Context: an optimization exercise on an open-source flow, tuned for small area and a short achievable clock period. The choices shown serve that exercise and are no tape-out recipe. Function was checked by simulation only, so behaviour that the tests miss may differ from the original. The flow treats the clock pin as an ideal source. Dropping or thinning the clock tree relies on that and would not hold on a real chip. Power figures rest on the tool's default switching activity, not on a simulated workload.

// mac16
module mac16 (
    input             clk,
    input             rst_n,
    input      [15:0] a,
    input      [15:0] b,
    input      [31:0] acc,
    output reg [31:0] out
);
    reg v1, v2;
    always @(posedge clk or negedge rst_n) begin
        if (!rst_n) begin
            v1 <= 1'b0;
            v2 <= 1'b0;
        end else begin
            v1 <= 1'b1;
            v2 <= v1;
        end
    end
    reg [15:0] a_r, b_r;
    reg [31:0] acc_r;
    always @(posedge clk) begin
        a_r   <= ~a;   
        b_r   <= ~b;
        acc_r <= acc;
    end
    wire pp_0_0;
    mac16_pp upp_0_0 (.a(a_r[0]), .b(b_r[0]), .p(pp_0_0));
    wire pp_0_1;
    mac16_pp upp_0_1 (.a(a_r[0]), .b(b_r[1]), .p(pp_0_1));
    wire pp_0_2;
    mac16_pp upp_0_2 (.a(a_r[0]), .b(b_r[2]), .p(pp_0_2));
    wire pp_0_3;
    mac16_pp upp_0_3 (.a(a_r[0]), .b(b_r[3]), .p(pp_0_3));
    wire pp_0_4;
    mac16_pp upp_0_4 (.a(a_r[0]), .b(b_r[4]), .p(pp_0_4));
    wire pp_0_5;
    mac16_pp upp_0_5 (.a(a_r[0]), .b(b_r[5]), .p(pp_0_5));
    wire pp_0_6;
    mac16_pp upp_0_6 (.a(a_r[0]), .b(b_r[6]), .p(pp_0_6));
    wire pp_0_7;
    mac16_pp upp_0_7 (.a(a_r[0]), .b(b_r[7]), .p(pp_0_7));
    wire pp_0_8;
    mac16_pp upp_0_8 (.a(a_r[0]), .b(b_r[8]), .p(pp_0_8));
    wire pp_0_9;
    mac16_pp upp_0_9 (.a(a_r[0]), .b(b_r[9]), .p(pp_0_9));
    wire pp_0_10;
    mac16_pp upp_0_10 (.a(a_r[0]), .b(b_r[10]), .p(pp_0_10));
    wire pp_0_11;
    mac16_pp upp_0_11 (.a(a_r[0]), .b(b_r[11]), .p(pp_0_11));
    wire pp_0_12;
  ...
export LEC_CHECK = 0
export CAP_MARGIN = 20
export CORE_MARGIN = 2
export CORE_UTILIZATION = 65
export SLEW_MARGIN = 20
export SYNTH_HIERARCHICAL = 1
export SYNTH_MINIMUM_KEEP_SIZE = 0
create_clock -name core_clock -period 15.0 [get_ports {clk}]
standard.sh (not shown) runs the stock make flow with config.mk's settings and CLKGATE_MAP_FILE= SYNTH_SCRIPT=/design/flow/synth_recipe.tcl, a recipe that flattens the netlist after the stock synthesis.
==> flow/flow/run.sh <==
#!/bin/bash
# Own layout flow: the standard ORFS flow (standard.sh, synthesis included)
# with two hooks:
#  - flow/resize_hook.tcl, before the placement resizer: port buffer cells and
#    the drive strength of the operand flip-flops;
#  - flow/cts_hook3.tcl, at the start of CTS: a balanced clock tree of
#    inverter pairs (port -> 4 x clkinv_4 -> 4 x clkinv_16 -> flip-flops)
#    instead of TritonCTS's two-level H-tree of buffers.
set -euo pipefail
here=$(pwd)
export PRE_RESIZE_TCL=$here/flow/resize_hook.tcl
export PRE_CTS_TCL=$here/flow/cts_hook3.tcl
bash standard.sh > $here/standard_flow.log 2>&1
==> flow/flow/cts_hook3.tcl <==
# Clock tree of inverter pairs: the clock port drives four small clock
# inverters; each drives one clkinv_16, which drives the clock pins of one
# quarter of the flip-flops (halved at the median x, then at the median y).
# Every flip-flop sees the same two inverters between it and the port, so the
# clock keeps its polarity and the tree is balanced.
set db [ord::get_db]
set block [ord::get_db_block]
set clk_net [$block findNet clk]
set leaf_master [$db findMaster sky130_fd_sc_hd__clkinv_16]
set root_master [$db findMaster sky130_fd_sc_hd__clkinv_4]

set sinks {}
foreach it [$clk_net getITerms] {
  if {[$it isInputSignal]} {
    set loc [[$it getInst] getLocation]
    lappend sinks [list $it [lindex $loc 0] [lindex $loc 1]]
  }
}
proc bisect {items idx depth} {
  if {$depth == 0} { return [list $items] }
  set s [lsort -real -index $idx $items]
  set h [expr {[llength $s] / 2}]
  set nidx [expr {$idx == 1 ? 2 : 1}]
  return [concat [bisect [lrange $s 0 [expr {$h - 1}]] $nidx [expr {$depth - 1}]] \
                 [bisect [lrange $s $h end] $nidx [expr {$depth - 1}]]]
}
proc centre {items} {
  set sx 0; set sy 0
  foreach s $items { set sx [expr {$sx + [lindex $s 1]}]; set sy [expr {$sy + [lindex $s 2]}] }
  set n [llength $items]
  return [list [expr {int($sx / $n)}] [expr {int($sy / $n)}]]
}
set i 0
foreach g [bisect $sinks 1 2] {
  lassign [centre $g] cx cy
  set rinst [odb::dbInst_create $block $root_master "clkinv_r${i}"]
  set rnet [odb::dbNet_create $block "clknet_r${i}"]
  $rnet setSigType CLOCK
  [$rinst findITerm A] connect $clk_net
  [$rinst findITerm Y] connect $rnet
  $rinst setLocation $cx $cy
  $rinst setPlacementStatus PLACED
  set inst [odb::dbInst_create $block $leaf_master "clkinv_l${i}"]
  set net [odb::dbNet_create $block "clknet_l${i}"]
  $net setSigType CLOCK
  [$inst findITerm A] connect $rnet
  [$inst findITerm Y] connect $net
  foreach s $g {
    set it [lindex $s 0]
    $it disconnect
    $it connect $net
  }
  $inst setLocation $cx $cy
  $inst setPlacementStatus PLACED
  puts "cts_hook: clkinv_l${i} drives [llength $g] clock pins"
  incr i
}
$clk_net setSigType CLOCK

# cts.tcl calls repair_clock_inverters and clock_tree_synthesis next; the tree
# is already built (and its inverters must not be cloned per flip-flop).
rename repair_clock_inverters my_unused_repair_clock_inverters
proc repair_clock_inverters {args} { puts "cts_hook: clock inverters kept as built" }
rename clock_tree_synthesis my_unused_clock_tree_synthesis
proc clock_tree_synthesis {args} { puts "cts_hook: clock tree built by flow/cts_hook3.tcl" }
==> flow/flow/resize_hook.tcl <==
# Port buffers: a small buffer on inputs, a faster one on outputs (out[*] drives
# the 10 fF load and sits on the output timing path).
set n_in 0
set n_out 0
foreach inst [get_cells *] {
  set name [get_property $inst name]
  set ref [get_property $inst ref_name]
  if {[regexp {^input[0-9]+$} $name] && [string match "*buf*" $ref]
      && [get_property [get_nets -of_objects [get_pins $name/A]] name] ne "rst_n"} {
    replace_cell $inst sky130_fd_sc_hd__buf_1
    incr n_in
  } elseif {[regexp {^output[0-9]+$} $name] && [string match "*buf*" $ref]} {
    replace_cell $inst sky130_fd_sc_hd__buf_2
    incr n_out
  } elseif {[regexp {^[ab]_r\[[0-9]+\]} $name] && $ref eq "sky130_fd_sc_hd__dfxtp_1"} {
    replace_cell $inst sky130_fd_sc_hd__dfxtp_2
  }
}
puts "resize_hook: $n_in input and $n_out output buffers replaced"
The first run produced a clean layout.
Then changed:
--- a/flow/flow/resize_hook.tcl
+++ b/flow/flow/resize_hook.tcl
@@ -14,5 +14,5 @@
     incr n_out
   } elseif {[regexp {^[ab]_r\[[0-9]+\]} $name] && $ref eq "sky130_fd_sc_hd__dfxtp_1"} {
-    replace_cell $inst sky130_fd_sc_hd__dfxtp_2
+    replace_cell $inst sky130_fd_sc_hd__dfxtp_4
   }
 }
What happened:
- The new run completed with no timing, DRC or antenna violations
- clock power hardly moves
- cell area went up by 0.71%
- maximum frequency went up by about 0.9%
- wire length went up by about 0.8%
- sequential share of layout area went up by 0.50 points
- synthesized cell count is unchanged
- critical path depth went down by 6
- utilization went up by 0.51 points
- synthesized area does not change
- flip-flop and latch count is unchanged
Then changed:
--- a/flow/flow/run.sh
+++ b/flow/flow/run.sh
@@ -5,5 +5,5 @@
 #    the drive strength of the operand flip-flops;
 #  - flow/cts_hook3.tcl, at the start of CTS: a balanced clock tree of
-#    inverter pairs (port -> 4 x clkinv_4 -> 4 x clkinv_16 -> flip-flops)
+#    inverter pairs (port -> 4 x clkinv_8 -> 4 x clkinv_16 -> flip-flops)
 #    instead of TritonCTS's two-level H-tree of buffers.
 set -euo pipefail
--- a/flow/flow/cts_hook3.tcl
+++ b/flow/flow/cts_hook3.tcl
@@ -1,3 +1,3 @@
-# Clock tree of inverter pairs: the clock port drives four small clock
+# Clock tree of inverter pairs: the clock port drives four clkinv_8 clock
 # inverters; each drives one clkinv_16, which drives the clock pins of one
 # quarter of the flip-flops (halved at the median x, then at the median y).
@@ -8,5 +8,5 @@
 set clk_net [$block findNet clk]
 set leaf_master [$db findMaster sky130_fd_sc_hd__clkinv_16]
-set root_master [$db findMaster sky130_fd_sc_hd__clkinv_4]
+set root_master [$db findMaster sky130_fd_sc_hd__clkinv_8]
 
 set sinks {}
CORE_UTILIZATION = 58   (was 65)
Outcome: Cell area rises by 0.43%; total power hardly moves; maximum frequency grows by 0.82%; register-to-register slack stays flat.
Then changed:
CORE_UTILIZATION = 72   (was 58)
Fmax barely changes.
Sequential share of layout area goes up by 0.17 points.
Total power went up by 1.2%.
Then changed:
--- a/flow/flow/run.sh
+++ b/flow/flow/run.sh
@@ -5,5 +5,5 @@
 #    the drive strength of the operand flip-flops;
 #  - flow/cts_hook3.tcl, at the start of CTS: a balanced clock tree of
-#    inverter pairs (port -> 4 x clkinv_8 -> 4 x clkinv_16 -> flip-flops)
+#    inverter pairs (port -> 4 x clkinv_4 -> 4 x clkinv_16 -> flip-flops)
 #    instead of TritonCTS's two-level H-tree of buffers.
 set -euo pipefail
--- a/flow/flow/cts_hook3.tcl
+++ b/flow/flow/cts_hook3.tcl
@@ -1,3 +1,3 @@
-# Clock tree of inverter pairs: the clock port drives four clkinv_8 clock
+# Clock tree of inverter pairs: the clock port drives four small clock
 # inverters; each drives one clkinv_16, which drives the clock pins of one
 # quarter of the flip-flops (halved at the median x, then at the median y).
@@ -8,5 +8,5 @@
 set clk_net [$block findNet clk]
 set leaf_master [$db findMaster sky130_fd_sc_hd__clkinv_16]
-set root_master [$db findMaster sky130_fd_sc_hd__clkinv_8]
+set root_master [$db findMaster sky130_fd_sc_hd__clkinv_4]
 
 set sinks {}
CORE_UTILIZATION = 75   (was 72)
Outcome:
- core utilization grows by 1.7 points
- die area shrinks by a few percent
- combinational power barely changes
- first-iteration DRC count grows by a few percent
- cell area stays flat
- wire length went up by a few percent
- global-route usage came out higher by 3.2 points
- via count is higher slightly
- flip-flop and latch count stays the same
- worst setup slack loses 0.036 ns
- cell count stays the same
In every run of this note, the design's own scripts or RTL, not TritonCTS, make the clock network.

-- re-timing with driven ports --
How much do the figures lean on ideal ports? The routed layouts below were timed once more, with nothing changed but the port constraints. Step 1 assumes that a clkbuf_16 drives the clock port and a buf_2 every other input. Step 2 also shifts input and output timing later by t, the mid clock arrival at the registers, as if the neighbouring blocks saw the same clock. a / b / c = ideal / step 1 / step 2; a / b = the first two.
run	shift t [ns]	slack for setup (ns)	worst register clock-pin slew, ns	worst data-port slew with drivers (ns)	cell pins on the clock port's net
the first run	0.291	11.297 / 11.213 / 11.297	0.09 / 0.09	0.03	4
the second run	0.289	11.328 / 11.209 / 11.306	0.09 / 0.09	0.04	4
the third run	0.300	11.358 / 11.198 / 11.290	0.09 / 0.09	0.04	4
the fourth run	0.294	11.356 / 11.200 / 11.296	0.08 / 0.08	0.04	4
the fifth run	0.280	11.320 / 11.211 / 11.300	0.09 / 0.09	0.04	4
After both steps setup and hold are still met in every run listed. The setup slack of the third run, which loses most, moves by -0.160 ns with the drivers and by -0.068 ns with both steps. The worst setup slack also covers recovery checks on asynchronous resets.
